This design comes from an exercise in tuning for small area on the open sky130 flow, not from production work.
Function was checked by simulation only, so behaviour that the tests miss may differ from the original.

$ cat flow/config.mk
export PLATFORM = sky130hd
export DESIGN_NAME = dct2d_core
export DESIGN_NICKNAME = dct2d_core
export VERILOG_FILES = /design/flow/design.v
export SDC_FILE = /design/flow/constraint.sdc
export NUM_CORES = 4
export LEC_CHECK = 0
export CAP_MARGIN = 20
export CORE_MARGIN = 2
export CORE_UTILIZATION = 25
export GPL_ROUTABILITY_DRIVEN = 1
export PLACE_DENSITY = 0.35
export SLEW_MARGIN = 20
$ cat flow/constraint.sdc
create_clock -name core_clock -period 14.0 [get_ports {clk}]
set_input_delay 2.8000 -clock core_clock [delete_from_list [all_inputs] [get_ports {clk}]]
set_output_delay 2.8000 -clock core_clock [all_outputs]
set_load 0.01 [all_outputs]
$ cat flow/design.v
module DCT_1D11to12(DCT_out, DCT_in);
    parameter BW = 11;
    output [12*8-1:0] DCT_out;
    input [8*BW-1:0] DCT_in;
    localparam signed c4 = 8'h2d;
    localparam signed c1 = 8'h3f; 
    localparam signed c2 = 8'h3f;  
    localparam signed c3 = 8'h35;
    localparam signed c5 = 8'h24;
    localparam signed c6 = 8'h18;
    localparam signed c7 = 8'hc;   
    wire signed [11-1:0] data_in [0:7];
    wire signed [13-1:0] even_p_07;
    wire signed [13-1:0] even_p_16;
    wire signed [13-1:0] even_p_25;
    wire signed [13-1:0] even_p_34;
    wire signed [13-1:0] even_m_07;
    wire signed [13-1:0] even_m_16;
    wire signed [13-1:0] even_m_25;
    wire signed [13-1:0] even_m_34;
    wire signed [BW+16-1:0] acc [0:7];
    wire signed [12-1:0] acc_rounded [0:7];
    wire signed [20-1:0] c4p07, c4p16, c4p25, c4p34;
    wire signed [16-1:0] c4p07_pre, c4p16_pre, c4p25_pre, c4p34_pre;
    wire signed [20-1:0] c2p07;
    wire signed [15-1:0] c6p16_pre, c6p25_pre;
    wire signed [17-1:0] c6p16, c6p25;
    wire signed [20-1:0] c2p34;
    wire signed [20-1:0] c1m07, c1m16, c1m25;
    wire signed[16-1:0] c3m07_101, c3m16_101, c3m34_101;
    wire signed[15-1:0] c3m07_11, c3m16_11, c3m34_11;
    wire signed[20-1:0] c3m07, c3m16, c3m34;
    wire signed [17-1:0] c5m07_pre, c5m25_pre, c5m34_pre;
    wire signed [18-1:0] c5m07, c5m25, c5m34;
    wire signed [15-1:0] c7m16_pre, c7m25_pre, c7m34_pre;
    wire signed [16-1:0] c7m16, c7m25, c7m34;    
    assign data_in[7] = DCT_in[BW*1-1:BW*0];
    assign data_in[6] = DCT_in[BW*2-1:BW*1];
    assign data_in[5] = DCT_in[BW*3-1:BW*2];
    assign data_in[4] = DCT_in[BW*4-1:BW*3];
    assign data_in[3] = DCT_in[BW*5-1:BW*4];
    assign data_in[2] = DCT_in[BW*6-1:BW*5];
    assign data_in[1] = DCT_in[BW*7-1:BW*6];
    assign data_in[0] = DCT_in[BW*8-1:BW*7]; 
    assign even_p_07 = $signed({data_in[0][10], data_in[0]}) + $signed({data_in[7][10], data_in[7]});
    assign even_p_16 = $signed({data_in[1][10], data_in[1]}) + $signed({data_in[6][10], data_in[6]});
    assign even_p_25 = $signed({data_in[2][10], data_in[2]}) + $signed({data_in[5][10], data_in[5]});
    assign even_p_34 = $signed({data_in[3][10], data_in[3]}) + $signed({data_in[4][10], data_in[4]});
    assign even_m_07 = $signed({data_in[0][10], data_in[0]}) - $signed({data_in[7][10], data_in[7]});
    assign even_m_16 = $signed({data_in[1][10], data_in[1]}) - $signed({data_in[6][10], data_in[6]});
    assign even_m_25 = $signed({data_in[2][10], data_in[2]}) - $signed({data_in[5][10], data_in[5]});
    assign even_m_34 = $signed({data_in[3][10], data_in[3]}) - $signed({data_in[4][10], data_in[4]});
    assign c4p07_pre = $signed(even_p_07[11:0]) + $signed({even_p_07[11:0], 2'b00});
    assign c4p16_pre = $signed(even_p_16[11:0]) + $signed({even_p_16[11:0], 2'b00});
    assign c4p25_pre = $signed(even_p_25[11:0]) + $signed({even_p_25[11:0], 2'b00});
    assign c4p34_pre = $signed(even_p_34[11:0]) + $signed({even_p_34[11:0], 2'b00});
    assign c4p07 = $signed(c4p07_pre[14:0]) + $signed({c4p07_pre[14:0], 3'd0});
    assign c4p16 = $signed(c4p16_pre[14:0]) + $signed({c4p16_pre[14:0], 3'd0});
    assign c4p25 = $signed(c4p25_pre[14:0]) + $signed({c4p25_pre[14:0], 3'd0});
    assign c4p34 = $signed(c4p34_pre[14:0]) + $signed({c4p34_pre[14:0], 3'd0});
    assign c2p07 = $signed({even_p_07[11:0], 6'd0}) - $signed(even_p_07[11:0]);
    assign c6p16_pre = $signed(even_p_16[11:0]) + $signed({even_p_16[11:0], 1'b0});
    assign c6p16 = {c6p16_pre[13:0], 3'd0};
    assign c6p25_pre = $signed(even_p_25[11:0]) + $signed({even_p_25[11:0], 1'b0});
    assign c6p25 = {c6p25_pre[13:0], 3'd0};
    assign c2p34 = $signed({even_p_34[11:0], 6'd0}) - $signed(even_p_34[11:0]);
    assign c1m07 = $signed({even_m_07[11:0], 6'd0}) - $signed(even_m_07[11:0]);
    assign c1m16 = $signed({even_m_16[11:0], 6'd0}) - $signed(even_m_16[11:0]);
    assign c1m25 = $signed({even_m_25[11:0], 6'd0}) - $signed(even_m_25[11:0]);
    assign c3m07_101 = $signed({even_m_07[11:0], 2'd0}) + $signed(even_m_07[11:0]);
    assign c3m07_11 = $signed({even_m_07[11:0], 1'b0}) + $signed(even_m_07[11:0]);
    assign c3m07 = $signed({c3m07_11[13:0], 4'd0}) + $signed(c3m07_101[14:0]);
    assign c3m16_101 = $signed({even_m_16[11:0], 2'd0}) + $signed(even_m_16[11:0]);
    assign c3m16_11 = $signed({even_m_16[11:0], 1'b0}) + $signed(even_m_16[11:0]);
    assign c3m16 = $signed({c3m16_11[13:0], 4'd0}) + $signed(c3m16_101[14:0]);
    assign c3m34_101 = $signed({even_m_34, 2'd0}) + $signed(even_m_34[11:0]);
    assign c3m34_11 = $signed({even_m_34, 1'b0}) + $signed(even_m_34[11:0]);
    assign c3m34 = $signed({c3m34_11[13:0], 4'd0}) + $signed(c3m34_101[14:0]);    
    assign c5m07_pre = $signed({even_m_07, 3'd0}) + $signed(even_m_07[11:0]);
    assign c5m07 = {c5m07_pre[15:0], 2'd0};
    assign c5m25_pre = $signed({even_m_25, 3'd0}) + $signed(even_m_25[11:0]);
    assign c5m25 = {c5m25_pre[15:0], 2'd0};
    assign c5m34_pre = $signed({even_m_34, 3'd0}) + $signed(even_m_34[11:0]);
    assign c5m34 = {c5m34_pre[15:0], 2'd0};        
    assign c7m16_pre = $signed({even_m_16[11:0], 1'b0}) + $signed(even_m_16[11:0]);
    assign c7m16 = {c7m16_pre[13:0], 2'd0};
    assign c7m25_pre = $signed({even_m_25[11:0], 1'b0}) + $signed(even_m_25[11:0]);
    assign c7m25 = {c7m25_pre[13:0], 2'd0};
    assign c7m34_pre = $signed({even_m_34[11:0], 1'b0}) + $signed(even_m_34[11:0]);
    assign c7m34 = {c7m34_pre[13:0], 2'd0};          
    assign acc[0] = c4p07 + c4p16 + c4p25 + c4p34;
    assign acc[2] = c2p07 + c6p16 - c6p25 - c2p34;
    assign acc[4] = c4p07 - c4p16 - c4p25 + c4p34;
    assign acc[1] = $signed(c1m07[18:0]) + $signed(c3m16[18:0]) + c5m25 + c7m34;
    assign acc[3] = $signed(c3m07[18:0]) - c7m16 - $signed(c1m25[18:0]) - c5m34;
    assign acc[5] = c5m07 - $signed(c1m16[18:0]) + c7m25 + $signed(c3m34[18:0]);
    assign acc_rounded[0] = acc[0] [9+12:9];  
    assign acc_rounded[2] = acc[2] [7+12:7];
    assign acc_rounded[4] = acc[4] [7+12:7];
    assign acc_rounded[1] = acc[1] [7+12:7];
    assign acc_rounded[3] = acc[3] [7+12:7];
    assign acc_rounded[5] = acc[5] [7+12:7];
    assign DCT_out = {acc_rounded[0], acc_rounded[1], acc_rounded[2], acc_rounded[3], acc_rounded[4], acc_rounded[5], 24'd0};    
endmodule
module DCT_1D_8to11(DCT_out, DCT_in);
    parameter BW = 11;
    output [8*BW-1:0] DCT_out;
    input [64-1:0] DCT_in;
    localparam signed c4 = 8'h2d;
    localparam signed c1 = 8'h3f;
    localparam signed c2 = 8'h3f;  
    localparam signed c3 = 8'h35;
    localparam signed c5 = 8'h24;
    localparam signed c6 = 8'h18;
    localparam signed c7 = 8'hc;    
    wire [8-1:0] data_in [0:7];
    wire signed [11-1:0] even_p_07;
    wire signed [11-1:0] even_p_16;
    wire signed [11-1:0] even_p_25;
    wire signed [11-1:0] even_p_34;
    wire signed [11-1:0] even_m_07;
    wire signed [11-1:0] even_m_16;
    wire signed [11-1:0] even_m_25;
    wire signed [11-1:0] even_m_34;
    wire signed [21-1:0] acc [0:7];
    wire signed [BW-1:0] acc_rounded [0:7];
    wire signed [18-1:0] c4p07, c4p16, c4p25, c4p34;
    wire signed [14-1:0] c4p07_pre, c4p16_pre, c4p25_pre, c4p34_pre;
    wire signed [18-1:0] c2p07;
    wire signed [13-1:0] c6p16_pre, c6p25_pre;
    wire signed [15-1:0] c6p16, c6p25;
    wire signed [18-1:0] c2p34;
    wire signed [18-1:0] c1m07, c1m16, c1m25;
    wire signed[14-1:0] c3m07_101, c3m16_101, c3m34_101;
    wire signed[13-1:0] c3m07_11, c3m16_11, c3m34_11;
    wire signed[18-1:0] c3m07, c3m16, c3m34;
    wire signed [15-1:0] c5m07_pre, c5m25_pre, c5m34_pre;
    wire signed [16-1:0] c5m07, c5m25, c5m34;
    wire signed [13-1:0] c7m16_pre, c7m25_pre, c7m34_pre;
    wire signed [14-1:0] c7m16, c7m25, c7m34;
    assign data_in[7] = DCT_in[7:0];
    assign data_in[6] = DCT_in[15:8];
    assign data_in[5] = DCT_in[23:16];
    assign data_in[4] = DCT_in[31:24];
    assign data_in[3] = DCT_in[39:32];
    assign data_in[2] = DCT_in[47:40];
    assign data_in[1] = DCT_in[55:48];
    assign data_in[0] = DCT_in[63:56];
    assign c4p07_pre = even_p_07[9:0] + {even_p_07[9:0], 2'b00};
    assign c4p07 = c4p07_pre[12:0] + {c4p07_pre[12:0], 3'd0};    
    assign c4p16_pre = even_p_16[9:0] + {even_p_16[9:0], 2'b00};
    assign c4p16 = c4p16_pre[12:0] + {c4p16_pre[12:0], 3'd0};
    assign c4p25_pre = even_p_25[9:0] + {even_p_25[9:0], 2'b00};
    assign c4p25 = c4p25_pre[12:0] + {c4p25_pre[12:0], 3'd0};
    assign c4p34_pre = even_p_34[9:0] + {even_p_34[9:0], 2'b00};
    assign c4p34 = c4p34_pre[12:0] + {c4p34_pre[12:0], 3'd0};
    assign c2p07 = {even_p_07[9:0], 6'd0} - even_p_07[9:0];
    assign c6p16_pre = even_p_16[9:0] + {even_p_16[9:0], 1'b0};
    assign c6p16 = {c6p16_pre[12:0], 3'd0};
    assign c6p25_pre = even_p_25[9:0] + {even_p_25[9:0], 1'b0};
    assign c6p25 = {c6p25_pre[12:0], 3'd0};
    assign c2p34 = {even_p_34[9:0], 6'd0} - even_p_34[9:0];
    assign c1m07 = $signed({even_m_07[9:0], 6'd0}) - $signed(even_m_07[9:0]);
    assign c1m16 = $signed({even_m_16[9:0], 6'd0}) - $signed(even_m_16[9:0]);
    assign c1m25 = $signed({even_m_25[9:0], 6'd0}) - $signed(even_m_25[9:0]);
    assign c3m07_101 = $signed({even_m_07[9:0], 2'd0}) + $signed(even_m_07[9:0]);
    assign c3m07_11 = $signed({even_m_07[9:0], 1'b0}) + $signed(even_m_07[9:0]);
    assign c3m07 = $signed({c3m07_11[11:0], 4'd0}) + $signed(c3m07_101[12:0]);
    assign c3m16_101 = $signed({even_m_16[9:0], 2'd0}) + $signed(even_m_16[9:0]);
    assign c3m16_11 = $signed({even_m_16[9:0], 1'b0}) + $signed(even_m_16[9:0]);
    assign c3m16 = $signed({c3m16_11[11:0], 4'd0}) + $signed(c3m16_101[12:0]);
    assign c3m34_101 = $signed({even_m_34, 2'd0}) + $signed(even_m_34[9:0]);
    assign c3m34_11 = $signed({even_m_34, 1'b0}) + $signed(even_m_34[9:0]);
    assign c3m34 = $signed({c3m34_11[11:0], 4'd0}) + $signed(c3m34_101[12:0]);    
    assign c5m07_pre = $signed({even_m_07, 3'd0}) + $signed(even_m_07[9:0]);
    assign c5m07 = {c5m07_pre[13:0], 2'd0};
    assign c5m25_pre = $signed({even_m_25, 3'd0}) + $signed(even_m_25[9:0]);
    assign c5m25 = {c5m25_pre[13:0], 2'd0};
    assign c5m34_pre = $signed({even_m_34, 3'd0}) + $signed(even_m_34[9:0]);
    assign c5m34 = {c5m34_pre[13:0], 2'd0};        
    assign c7m16_pre = $signed({even_m_16[9:0], 1'b0}) + $signed(even_m_16[9:0]);
    assign c7m16 = {c7m16_pre[11:0], 2'd0};
    assign c7m25_pre = $signed({even_m_25[9:0], 1'b0}) + $signed(even_m_25[9:0]);
    assign c7m25 = {c7m25_pre[11:0], 2'd0};
    assign c7m34_pre = $signed({even_m_34[9:0], 1'b0}) + $signed(even_m_34[9:0]);
    assign c7m34 = {c7m34_pre[11:0], 2'd0};           
    assign even_p_07 = {1'b0, data_in[0]} + {1'b0, data_in[7]};
    assign even_p_16 = {1'b0, data_in[1]} + {1'b0, data_in[6]};
    assign even_p_25 = {1'b0, data_in[2]} + {1'b0, data_in[5]};
    assign even_p_34 = {1'b0, data_in[3]} + {1'b0, data_in[4]};
    assign even_m_07 = {1'b0, data_in[0]} - {1'b0, data_in[7]};
    assign even_m_16 = {1'b0, data_in[1]} - {1'b0, data_in[6]};
    assign even_m_25 = {1'b0, data_in[2]} - {1'b0, data_in[5]};
    assign even_m_34 = {1'b0, data_in[3]} - {1'b0, data_in[4]};    
    assign acc[0] = c4p07[16:0] + c4p16[16:0] + c4p25[16:0] + c4p34[16:0];
    assign acc[2] = c2p07[16:0] + c6p16[14:0] - c6p25[14:0] - c2p34[16:0];
    assign acc[4] = c4p07[16:0] - c4p16[16:0] - c4p25[16:0] + c4p34[16:0];    
    assign acc[1] = $signed(c1m07[16:0]) + $signed(c3m16[16:0]) + c5m25 + c7m34;
    assign acc[3] = $signed(c3m07[16:0]) - c7m16 - $signed(c1m25[16:0]) - c5m34;
    assign acc[5] = c5m07 - $signed(c1m16[16:0]) + c7m25 + $signed(c3m34[16:0]);
    assign acc_rounded[0] = acc[0] [7+BW-1:7];
    assign acc_rounded[2] = acc[2] [5+BW-1:5];
    assign acc_rounded[4] = acc[4] [5+BW-1:5];
    assign acc_rounded[3] = acc[3] [5+BW-1:5];
    assign acc_rounded[5] = acc[5] [5+BW-1:5];
    assign acc_rounded[1] = acc[1][16] ? (acc[1][15] ? acc[1][5+BW-1:5] : 11'b100_0000_0000) : (acc[1][15] ? 11'b011_1111_1111 : acc[1] [5+BW-1:5]);
    assign DCT_out = {acc_rounded[0], acc_rounded[1], acc_rounded[2], acc_rounded[3], acc_rounded[4], acc_rounded[5], 22'd0};
endmodule
module TPmem_11b
#( parameter BW = 11 )
(  input [8*BW-1:0]  i_data,
   input 	   i_clk,
   input	   i_Reset,
   output reg [8*BW-1:0] o_data,
   output reg	   o_en
);
reg [4-1:0]  counter ;
reg [8*BW-1:0] array [6-1:0];   
reg [6*BW-1:0] array_6_;        
reg [6*BW-1:0] array_7_;
wire [8*BW-1:0] col [8-1:0];
wire [8*BW-1:0] row [8-1:0];
wire [3-1:0] index = counter[3-1:0] ;
reg [8*BW-1:0] w_data;
always@(posedge i_clk) begin
    if(~i_Reset) begin
    counter <= 4'b0;
    o_data <= {BW{8'b0}};
    o_en <= 1'b0; 
    end
    else    begin
	o_data <= w_data ;
	o_en <= 1'b1 ;
    counter <= counter + 4'b1;
    end
end
integer i;
always@(posedge i_clk) begin
    if(~i_Reset) begin
	array_7_ <= {66'd0};
	array_6_ <= {66'd0};
	array[5] <= {11{8'b0}};
	array[4] <= {11{8'b0}};
	array[3] <= {11{8'b0}};
	array[2] <= {11{8'b0}};
	array[1] <= {11{8'b0}};
	array[0] <= {11{8'b0}};
    end
    else    begin
        if(counter[3] == 0) begin
            case (index)
                3'd0: array[index] <= i_data ;
                3'd1: array[index] <= i_data ;
                3'd2: array[index] <= i_data ;
                3'd3: array[index] <= i_data ;
                3'd4: array[index] <= i_data ;
                3'd5: array[index] <= i_data ;
                3'd6: array_6_ <= i_data[88-1:22] ;
                3'd7: array_7_ <= i_data[88-1:22] ;
            endcase
        end
        else if (counter[3] == 1) begin
            for (i = 0; i < 6; i = i + 1) begin
                array[i][(8-index)*BW - 1 -: BW] <= i_data[(8 - i)*BW - 1 -: BW];
            end               
            case (index)
                3'd0: begin array_6_[(6-index)*BW -1 -: BW] <= i_data[2*BW-1:1*BW] ; 
                            array_7_[(6-index)*BW -1 -: BW] <= i_data[1*BW-1:0*BW] ;
                end
                3'd1: begin array_6_[(6-index)*BW -1 -: BW] <= i_data[2*BW-1:1*BW] ; 
                            array_7_[(6-index)*BW -1 -: BW] <= i_data[1*BW-1:0*BW] ;
                end
                3'd2: begin array_6_[(6-index)*BW -1 -: BW] <= i_data[2*BW-1:1*BW] ; 
                            array_7_[(6-index)*BW -1 -: BW] <= i_data[1*BW-1:0*BW] ;
                end
                3'd3: begin array_6_[(6-index)*BW -1 -: BW] <= i_data[2*BW-1:1*BW] ; 
                            array_7_[(6-index)*BW -1 -: BW] <= i_data[1*BW-1:0*BW] ;
                end
                3'd4: begin array_6_[(6-index)*BW -1 -: BW] <= i_data[2*BW-1:1*BW] ; 
                            array_7_[(6-index)*BW -1 -: BW] <= i_data[1*BW-1:0*BW] ;
                end
                3'd5: begin array_6_[(6-index)*BW -1 -: BW] <= i_data[2*BW-1:1*BW] ; 
                            array_7_[(6-index)*BW -1 -: BW] <= i_data[1*BW-1:0*BW] ;
                end
            endcase
            end
        end
    end
assign col[0] = {{array[0][8*BW-1:7*BW]},{array[1][8*BW-1:7*BW]},{array[2][8*BW-1:7*BW]},{array[3][8*BW-1:7*BW]},{array[4][8*BW-1:7*BW]},{array[5][8*BW-1:7*BW]},{array_6_[6*BW-1:5*BW]},{array_7_[6*BW-1:5*BW]}} ; 
assign col[1] = {{array[0][7*BW-1:6*BW]},{array[1][7*BW-1:6*BW]},{array[2][7*BW-1:6*BW]},{array[3][7*BW-1:6*BW]},{array[4][7*BW-1:6*BW]},{array[5][7*BW-1:6*BW]},{array_6_[5*BW-1:4*BW]},{array_7_[5*BW-1:4*BW]}} ; 
assign col[2] = {{array[0][6*BW-1:5*BW]},{array[1][6*BW-1:5*BW]},{array[2][6*BW-1:5*BW]},{array[3][6*BW-1:5*BW]},{array[4][6*BW-1:5*BW]},{array[5][6*BW-1:5*BW]},{array_6_[4*BW-1:3*BW]},{array_7_[4*BW-1:3*BW]}} ; 
assign col[3] = {{array[0][5*BW-1:4*BW]},{array[1][5*BW-1:4*BW]},{array[2][5*BW-1:4*BW]},{array[3][5*BW-1:4*BW]},{array[4][5*BW-1:4*BW]},{array[5][5*BW-1:4*BW]},{array_6_[3*BW-1:2*BW]},{array_7_[3*BW-1:2*BW]}} ; 
assign col[4] = {{array[0][4*BW-1:3*BW]},{array[1][4*BW-1:3*BW]},{array[2][4*BW-1:3*BW]},{array[3][4*BW-1:3*BW]},{array[4][4*BW-1:3*BW]},{array[5][4*BW-1:3*BW]},{array_6_[2*BW-1:1*BW]},{array_7_[2*BW-1:1*BW]}} ; 
assign col[5] = {{array[0][3*BW-1:2*BW]},{array[1][3*BW-1:2*BW]},{array[2][3*BW-1:2*BW]},{array[3][3*BW-1:2*BW]},{array[4][3*BW-1:2*BW]},{array[5][3*BW-1:2*BW]},{array_6_[1*BW-1:0*BW]},{array_7_[1*BW-1:0*BW]}} ; 
assign col[6] = {{array[0][2*BW-1:1*BW]},{array[1][2*BW-1:1*BW]},{array[2][2*BW-1:1*BW]},{array[3][2*BW-1:1*BW]},{array[4][2*BW-1:1*BW]},{array[5][2*BW-1:1*BW]}, 22'd0} ; 
assign col[7] = {{array[0][1*BW-1:0*BW]},{array[1][1*BW-1:0*BW]},{array[2][1*BW-1:0*BW]},{array[3][1*BW-1:0*BW]},{array[4][1*BW-1:0*BW]},{array[5][1*BW-1:0*BW]}, 22'd0} ; 
assign row[0] = array[0]; 
assign row[1] = array[1]; 
assign row[2] = array[2]; 
assign row[3] = array[3]; 
assign row[4] = array[4]; 
assign row[5] = array[5]; 
assign row[6] = {array_6_, 22'd0}; 
assign row[7] = {array_7_, 22'd0}; 
always@(*) begin
    if(counter[3]==1'b1) begin
    w_data = col[index] ;
    end
    else    begin
    w_data = row[index];
    end
end
endmodule
module TPmem_12b
#( parameter BW = 12 )
(  input [8*BW-1:0]  i_data,
   input 	   i_clk,
   input	   i_Reset,
   output reg [8*BW-1:0] o_data,
   output reg	   o_en
);
reg [4-1:0]  counter ;
reg [6*BW-1:0] array [6-1:0];
wire [8*BW-1:0] col [8-1:0];
wire [8*BW-1:0] row [8-1:0];
wire [3-1:0] index = counter[3-1:0] ;
reg [8*BW-1:0] w_data;
always@(posedge i_clk) begin
    if(~i_Reset) begin
    counter <= 4'b0;
    o_data <= {BW{8'b0}};
    o_en <= 1'b0; 
    end
    else    begin
	o_data <= w_data ;
	o_en <= 1'b1 ;
    counter <= counter + 4'b1;
    end
end
integer i;
always@(posedge i_clk) begin
    if(~i_Reset) begin
	array[5] <= {BW{6'b0}};
	array[4] <= {BW{6'b0}};
	array[3] <= {BW{6'b0}};
	array[2] <= {BW{6'b0}};
	array[1] <= {BW{6'b0}};
	array[0] <= {BW{6'b0}};
    end
    else    begin
        if(counter[3] == 0) begin
            array[index] <= i_data[8*BW-1:2*BW] ;
        end
        else if (counter[3] == 1) begin
            for (i = 0; i < 6; i = i + 1) begin
                array[i][(6-index)*BW - 1 -: BW] <= i_data[(8 - i)*BW - 1 -: BW];
            end             
        end
    end
end
assign col[0] = {{array[0][6*BW-1:5*BW]},{array[1][6*BW-1:5*BW]},{array[2][6*BW-1:5*BW]},{array[3][6*BW-1:5*BW]},{array[4][6*BW-1:5*BW]},{array[5][6*BW-1:5*BW]}, 24'd0} ; 
assign col[1] = {{array[0][5*BW-1:4*BW]},{array[1][5*BW-1:4*BW]},{array[2][5*BW-1:4*BW]},{array[3][5*BW-1:4*BW]},{array[4][5*BW-1:4*BW]},{array[5][5*BW-1:4*BW]}, 24'd0} ; 
assign col[2] = {{array[0][4*BW-1:3*BW]},{array[1][4*BW-1:3*BW]},{array[2][4*BW-1:3*BW]},{array[3][4*BW-1:3*BW]},{array[4][4*BW-1:3*BW]},{array[5][4*BW-1:3*BW]}, 24'd0} ; 
assign col[3] = {{array[0][3*BW-1:2*BW]},{array[1][3*BW-1:2*BW]},{array[2][3*BW-1:2*BW]},{array[3][3*BW-1:2*BW]},{array[4][3*BW-1:2*BW]},{array[5][3*BW-1:2*BW]}, 24'd0} ; 
assign col[4] = {{array[0][2*BW-1:1*BW]},{array[1][2*BW-1:1*BW]},{array[2][2*BW-1:1*BW]},{array[3][2*BW-1:1*BW]},{array[4][2*BW-1:1*BW]},{array[5][2*BW-1:1*BW]}, 24'd0} ; 
assign col[5] = {{array[0][1*BW-1:0*BW]},{array[1][1*BW-1:0*BW]},{array[2][1*BW-1:0*BW]},{array[3][1*BW-1:0*BW]},{array[4][1*BW-1:0*BW]},{array[5][1*BW-1:0*BW]}, 24'd0} ; 
assign col[6] = 96'd0; 
assign col[7] = 96'd0; 
assign row[0] = {array[0], 24'd0}; 
assign row[1] = {array[1], 24'd0}; 
assign row[2] = {array[2], 24'd0}; 
assign row[3] = {array[3], 24'd0}; 
assign row[4] = {array[4], 24'd0}; 
assign row[5] = {array[5], 24'd0}; 
assign row[6] = 96'd0;
assign row[7] = 96'd0;
always@(*) begin
    if(counter[3]==1'b1) begin
    w_data = col[index] ;
    end
    else    begin
    w_data = row[index];
    end
end
endmodule
module TPmem_new
#( parameter BW = 8 )
(  input [8*BW-1:0]  i_data,
   input 	   i_clk,
   input	   i_Reset,
   output reg [8*BW-1:0] o_data,
   output reg	   o_en
);
reg [4-1:0]  counter ;
reg [8*BW-1:0] array [8-1:0];
wire [8*BW-1:0] col [8-1:0];
wire [8*BW-1:0] row [8-1:0];
wire [3-1:0] index = counter[3-1:0] ;
reg [8*BW-1:0] w_data;
always@(posedge i_clk) begin
    if(~i_Reset) begin
    counter <= 4'b0;
    o_data <= {BW{8'b0}};
    o_en <= 1'b0; 
    end
    else    begin
	o_data <= w_data ;
	o_en <= 1'b1 ;
    counter <= counter + 4'b1;
    end
end
integer i;
always@(posedge i_clk) begin
    if(~i_Reset) begin
	array[7] <= {BW{8'b0}};
	array[6] <= {BW{8'b0}};
	array[5] <= {BW{8'b0}};
	array[4] <= {BW{8'b0}};
	array[3] <= {BW{8'b0}};
	array[2] <= {BW{8'b0}};
	array[1] <= {BW{8'b0}};
	array[0] <= {BW{8'b0}};
    end
    else    begin
        if(counter[3] == 0) begin
            array[index] <= i_data ;
        end
        else if (counter[3] == 1) begin
            for (i = 0; i < 8; i = i + 1) begin
                array[i][(8-index)*BW - 1 -: BW] <= i_data[(8 - i)*BW - 1 -: BW];
            end             
        end
    end
end
assign col[0] = {{array[0][8*BW-1:7*BW]},{array[1][8*BW-1:7*BW]},{array[2][8*BW-1:7*BW]},{array[3][8*BW-1:7*BW]},{array[4][8*BW-1:7*BW]},{array[5][8*BW-1:7*BW]},{array[6][8*BW-1:7*BW]},{array[7][8*BW-1:7*BW]}} ; 
assign col[1] = {{array[0][7*BW-1:6*BW]},{array[1][7*BW-1:6*BW]},{array[2][7*BW-1:6*BW]},{array[3][7*BW-1:6*BW]},{array[4][7*BW-1:6*BW]},{array[5][7*BW-1:6*BW]},{array[6][7*BW-1:6*BW]},{array[7][7*BW-1:6*BW]}} ; 
assign col[2] = {{array[0][6*BW-1:5*BW]},{array[1][6*BW-1:5*BW]},{array[2][6*BW-1:5*BW]},{array[3][6*BW-1:5*BW]},{array[4][6*BW-1:5*BW]},{array[5][6*BW-1:5*BW]},{array[6][6*BW-1:5*BW]},{array[7][6*BW-1:5*BW]}} ; 
assign col[3] = {{array[0][5*BW-1:4*BW]},{array[1][5*BW-1:4*BW]},{array[2][5*BW-1:4*BW]},{array[3][5*BW-1:4*BW]},{array[4][5*BW-1:4*BW]},{array[5][5*BW-1:4*BW]},{array[6][5*BW-1:4*BW]},{array[7][5*BW-1:4*BW]}} ; 
assign col[4] = {{array[0][4*BW-1:3*BW]},{array[1][4*BW-1:3*BW]},{array[2][4*BW-1:3*BW]},{array[3][4*BW-1:3*BW]},{array[4][4*BW-1:3*BW]},{array[5][4*BW-1:3*BW]},{array[6][4*BW-1:3*BW]},{array[7][4*BW-1:3*BW]}} ; 
assign col[5] = {{array[0][3*BW-1:2*BW]},{array[1][3*BW-1:2*BW]},{array[2][3*BW-1:2*BW]},{array[3][3*BW-1:2*BW]},{array[4][3*BW-1:2*BW]},{array[5][3*BW-1:2*BW]},{array[6][3*BW-1:2*BW]},{array[7][3*BW-1:2*BW]}} ; 
assign col[6] = {{array[0][2*BW-1:1*BW]},{array[1][2*BW-1:1*BW]},{array[2][2*BW-1:1*BW]},{array[3][2*BW-1:1*BW]},{array[4][2*BW-1:1*BW]},{array[5][2*BW-1:1*BW]},{array[6][2*BW-1:1*BW]},{array[7][2*BW-1:1*BW]}} ; 
assign col[7] = {{array[0][1*BW-1:0*BW]},{array[1][1*BW-1:0*BW]},{array[2][1*BW-1:0*BW]},{array[3][1*BW-1:0*BW]},{array[4][1*BW-1:0*BW]},{array[5][1*BW-1:0*BW]},{array[6][1*BW-1:0*BW]},{array[7][1*BW-1:0*BW]}} ; 
assign row[0] = array[0]; 
assign row[1] = array[1]; 
assign row[2] = array[2]; 
assign row[3] = array[3]; 
assign row[4] = array[4]; 
assign row[5] = array[5]; 
assign row[6] = array[6]; 
assign row[7] = array[7]; 
always@(*) begin
    if(counter[3]==1'b1) begin
    w_data = col[index] ;
    end
    else    begin
    w_data = row[index];
    end
end
endmodule
module dct2d_core(clk, reset, din, dout);
parameter BW = 11;
input clk, reset;
input  [64-1:0]   din;
output [12*8-1:0] dout;
wire [8*BW-1:0] i_data;
wire [8*BW-1:0] o_data;
wire [12*8-1:0] dct_2d_out;
reg [4-1:0] seq;
always @(posedge clk) begin
    if (!reset) begin
        seq <= 4'd0;
    end
    else if (seq != 4'd10) begin
        seq <= seq + 4'd1;
    end
end
DCT_1D_8to11 #(.BW(BW)) dct_in (i_data, din);
TPmem_11b #(.BW(11) ) tp_new0 (.i_data(i_data), .i_clk(clk), .i_Reset(reset & ~(seq == 4'd0)), .o_data(o_data), .o_en());
DCT_1D11to12 #(.BW(BW)) dct_out (dct_2d_out, o_data);
TPmem_12b #(.BW(12) ) tp_new1 (.i_data(dct_2d_out), .i_clk(clk), .i_Reset(reset & ~(seq == 4'd9)), .o_data(dout), .o_en());
endmodule
$ cat flow/run.sh
#!/bin/bash
# synth_recipe.tcl (not shown) runs the flow's synth.tcl, then flattens the netlist and writes it again
# the make line also repeats each setting of config.mk as NAME=value (left out here)
make -C /OpenROAD-flow-scripts/flow DESIGN_CONFIG=/design/flow/config.mk WORK_HOME=/design/flow/orfs CLKGATE_MAP_FILE= SYNTH_SCRIPT=/design/flow/synth_recipe.tcl finish
==> results.txt <==
Status
The flow ran to the end and the layout has no timing, DRC or antenna violations.

Finish
The proportion of layout cells with a drive suffix above 1 is a little over a tenth. In the final design database the tool counted ~15000 nets. The post-route non-filler standard cell count is 19800. The commonest non-fill, non-tap cell in the layout is sky130_fd_sc_hd__nand2_1. The area added between synthesis and finish is 16.1%.

The fill cell instance count of the final layout is ~49000. The top cell types in the final layout, fill and taps aside, are sky130_fd_sc_hd__nand2_1, sky130_fd_sc_hd__inv_1, sky130_fd_sc_hd__nor2_1.

GRT
The maximum number of pins on one net before global-route repair is about 120. The number of antenna violations at the first check in global routing came to 114. In the global route stage, met3 resource usage came out at approximately a tenth. met2 is the most crowded layer. In the global route stage, met1 resource usage came out at roughly 41%. The global-route wire length before repair is approximately 1100 mm.

The fraction of met2 tracks used by global routing is approximately 50%. Global routing used approximately 34% of the available tracks. Summed over all layers, the global routing overflow is 0. The via count of the first global-routing pass is approximately 110k.

Timing
The transition at the pin with the smallest max-transition slack is around 1.4 ns. The time the final worst path needs with I/O delays and setup is ~12 ns. The final clock skew is roughly 0.12 ns. The final hold violation count was 0. The number of setup violations in the final report is 0. Setup repair after global routing left no endpoint under its margin. In this run the tightest slew margin relative to its limit is under 10%. The number of pins with negative max-slew slack in the final report is 0. The minimum hold slack is a little under 0.5 ns.

The top achievable clock speed is a little over 0.08 GHz. In the finished design, the share of the clock period the worst path needs comes to about nine tenths. After routing, the total negative slack on setup checks comes to 0 ns.

Die
For this design the top-level I/O count stands at 162. The floorplan has 250 rows. The area of the die is 469000 µm².

The core region is between 400000 and 500000 µm². The floorplan step set the die height to roughly 680 µm. The starting density of the core is between 20% and 30%. The die is roughly 700 µm wide.

Clock network
In this run the number of H-tree levels came out at 4. The number of sinks driven by the clock tree is approximately 1300. CTS placed an instance of sky130_fd_sc_hd__clkbuf_16 at the clock tree root. The clock latency on the worst-skew pair is roughly 1 ns. Clock-pin slew was measured on the worst setup and hold paths at 0.05 ns. The number of gates resized after CTS was 0. The number of buffers on the longest clock path is 4. Once the clock tree was built, the setup fixing pass inserted 0 buffers. The TritonCTS clock tree is yes. Buffers inserted to repair hold after CTS numbered 0. Buffers inserted during clock tree synthesis total 171.

Yosys
Sequential cells were found to cover around 29% of the synthesized design area. The basic-gate share of the synthesized area counting and, or, nand and nor cells is between 10% and 20%. The number of different library cells used by synthesis comes to 110.

Sorting the synthesized cells by area gives the leading types as sky130_fd_sc_hd__edfxtp_1, sky130_fd_sc_hd__fa_1, sky130_fd_sc_hd__ha_1. Synthesis produced about 13000 cells. Dividing the synthesized area by the synthesized cell count gives 8.76 µm². During synthesis, Yosys emitted a total of 5 warnings.

The total standard cell area after synthesis is 116000 µm². The number of flip-flops and latches in the synthesized netlist is 1264. Of all cell types, the one taking the most synthesized area is sky130_fd_sc_hd__edfxtp_1.

The primary flip-flop cell chosen by synthesis mapping is sky130_fd_sc_hd__edfxtp_1. By area, the combinational part of the netlist is dominated by compound AO/OA/AOI/OAI gates. The synthesized design contains 828 enable-type register cells. The fraction of synthesis flops using an asynchronous set or reset pin is 0%.

The synthesized netlist devotes 19.8% of its cell area to adder and majority cells. The portion of synthesized cell area occupied by the leading cell type is 21.5%. The synthesized-area fraction occupied by ao, oa, aoi and oai cells is 24.0%. Of the post-synthesis cell area, the part taken by muxes is under 10%.

The synthesized netlist devotes about 4.5% of its cell area to XOR and XNOR gates.

Critical path
The longest individual stage delay on the worst path is 0.74 ns. The launching element type of the critical path is an input port. The required time at the worst-slack endpoint is 14.61 ns. The critical path is of the in -> reg type. The slowest stage of the critical path belongs to the cell sky130_fd_sc_hd__o21ai_1. The kind of capture point of the worst setup path is a flip-flop.

The data arrival time at the worst-slack endpoint is 12.94 ns. In this run the worst path has a maximum fanout of 12.

Flow run
The count of maximum capacitance violations is 0.

Placement
Routability-driven placement finished with a final weighted congestion of approximately 1.0. Once placement completed, the tool counted placed cells totaling around 19000. The number of port buffers is ~140. The wire-length estimate of the detail-placed layout is around 630 mm.

Detailed routing
The detail route stage leaves a number of antenna-violating nets equal to 0. After detailed routing, the total wire length is between 800 and 900 mm. Dividing the detail-routed wire length by the instance count gives 41.3 µm. Summing over every cut layer, the via total after detailed routing is 118000.

The detailed router finished its first iteration with 16500 violations. The first detailed-routing pass took 9 iterations. The via-per-instance ratio is 5.96. The DRC violations left is 0.

Min path
In this run the worst hold path is classified as reg -> reg.
synth_stat cells (91+ instances only):
library cell                  n
sky130_fd_sc_hd__o21ai_0    474
sky130_fd_sc_hd__nor3_1     133
sky130_fd_sc_hd__nand4_1     91
sky130_fd_sc_hd__mux2i_1    118
sky130_fd_sc_hd__a22oi_1    443
sky130_fd_sc_hd__xnor2_1    423
sky130_fd_sc_hd__fa_1       636
sky130_fd_sc_hd__a21o_1     131
sky130_fd_sc_hd__o21bai_1   206
sky130_fd_sc_hd__xor2_1     171
sky130_fd_sc_hd__clkbuf_1   674
sky130_fd_sc_hd__nor2_1     976
sky130_fd_sc_hd__a21oi_1    930
sky130_fd_sc_hd__o22ai_1    469
sky130_fd_sc_hd__edfxtp_1   828
sky130_fd_sc_hd__ha_1       815
sky130_fd_sc_hd__o221ai_1   212
sky130_fd_sc_hd__a221oi_1   248
sky130_fd_sc_hd__dfxtp_1    436
sky130_fd_sc_hd__inv_1     1329
sky130_fd_sc_hd__a222oi_1   120
sky130_fd_sc_hd__nand3_1    241
sky130_fd_sc_hd__buf_1      103
sky130_fd_sc_hd__mux2_2     201
sky130_fd_sc_hd__nand2_1   1564
through the flow:
stage / setup WS, ns / area [µm²] / util [%]
finish: 1.67 / 135000 / 29.1
global route: 1.23 / 134000 / 29.0
CTS: 1.84 / 134000 / 29.0
detailed placement: 0.916 / 129000 / 27.8
global placement: 0.930 / 128000 / 27.7
floorplan: 3.64 / 116000 / -
logic make-up after synthesis:
kind of cell             count (synthesis)
AND/OR/NAND/NOR                       3367
adder cells (fa/ha/maj)               1456
flip-flops                            1264
AO/OA/AOI/OAI                         4061
multiplexers                           329
other                                    2
buffers and inverters                 2153
XOR/XNOR                               595
sequential cells by signal (all words and copies together) (netlist names):
register,count
tp_new0.counter,4
seq,4
tp_new1.counter,4
tp_new0.array,528
tp_new0.o_data,88
tp_new0.array_6_,66
tp_new1.array,432
tp_new0.array_7_,66
tp_new1.o_data,72
critical path, delay by kind of cell:
family                     cells  cell delay [ns]
adders and majority gates      8             2.83
xor gates and xnor gates       1             0.24
AOI/OAI and AO/OA             14             4.43
buffers and inverters          6             1.52
and+or+nand+nor                2             1.04
metal layers:
metal / vias to the layer above / wire length [µm] / share of wire [%]
li1: 48200 / - / -
met1: 60400 / 321000 / 39
met2: 7371 / 354000 / 43
met3: 1893 / 79600 / 9.7
met4: 54 / 62800 / 7.7
met5: - / 361 / 0.044
worst paths after layout:
check | start | to | slack (ns) | cells past startpoint
setup / recovery | din[16] | tp_new0.array[1][28] | 1.67 | 31
hold / removal | tp_new1.array[0][61] | tp_new1.o_data[85] | 0.48 | 2
setup reg to reg | tp_new0.o_data[34] | tp_new1.array[3][43] | 3.34 | 33
hold reg to reg | tp_new1.array[0][61] | tp_new1.o_data[85] | 0.48 | 2
final cells by class:
class	count	area (µm²)	area share [%]
Antenna cell	105	263	0.195
Clock inverter	84	808	0.601
Multi-Input combinational cell	9834	76000	56.5
Timing Repair Buffer	777	6290	4.68
Inverter	1335	5010	3.73
Tap cell	6174	7720	5.74
Sequential cell	1264	33600	25.0
Clock buffer	230	4810	3.57

-- re-timing with driven ports --
The flow's constraints put no driver on any port. The routed layout listed below was extracted and timed again, unchanged, in two steps.
Step 1 assumes that a clkbuf_16 drives the clock port and a buf_2 every other input.
Step 2, shift: input delay + t, output delay - t, t = (earliest + latest rising clock arrival at the registers) / 2. This alone moves slack from input paths to output paths.
Slacks: ideal / step 1 / step 2; pairs: ideal / step 1.
t, ns: 1.051
setup slack, ns: 1.673 / 1.775 / 0.723
worst register clock-pin slew, ns: 0.09 / 0.09
cell pins on the clock port's net: 1
After both steps setup and hold are still met in this run. For this run, drivers alone change the setup slack by +0.102 ns; drivers and shift together by -0.950 ns.
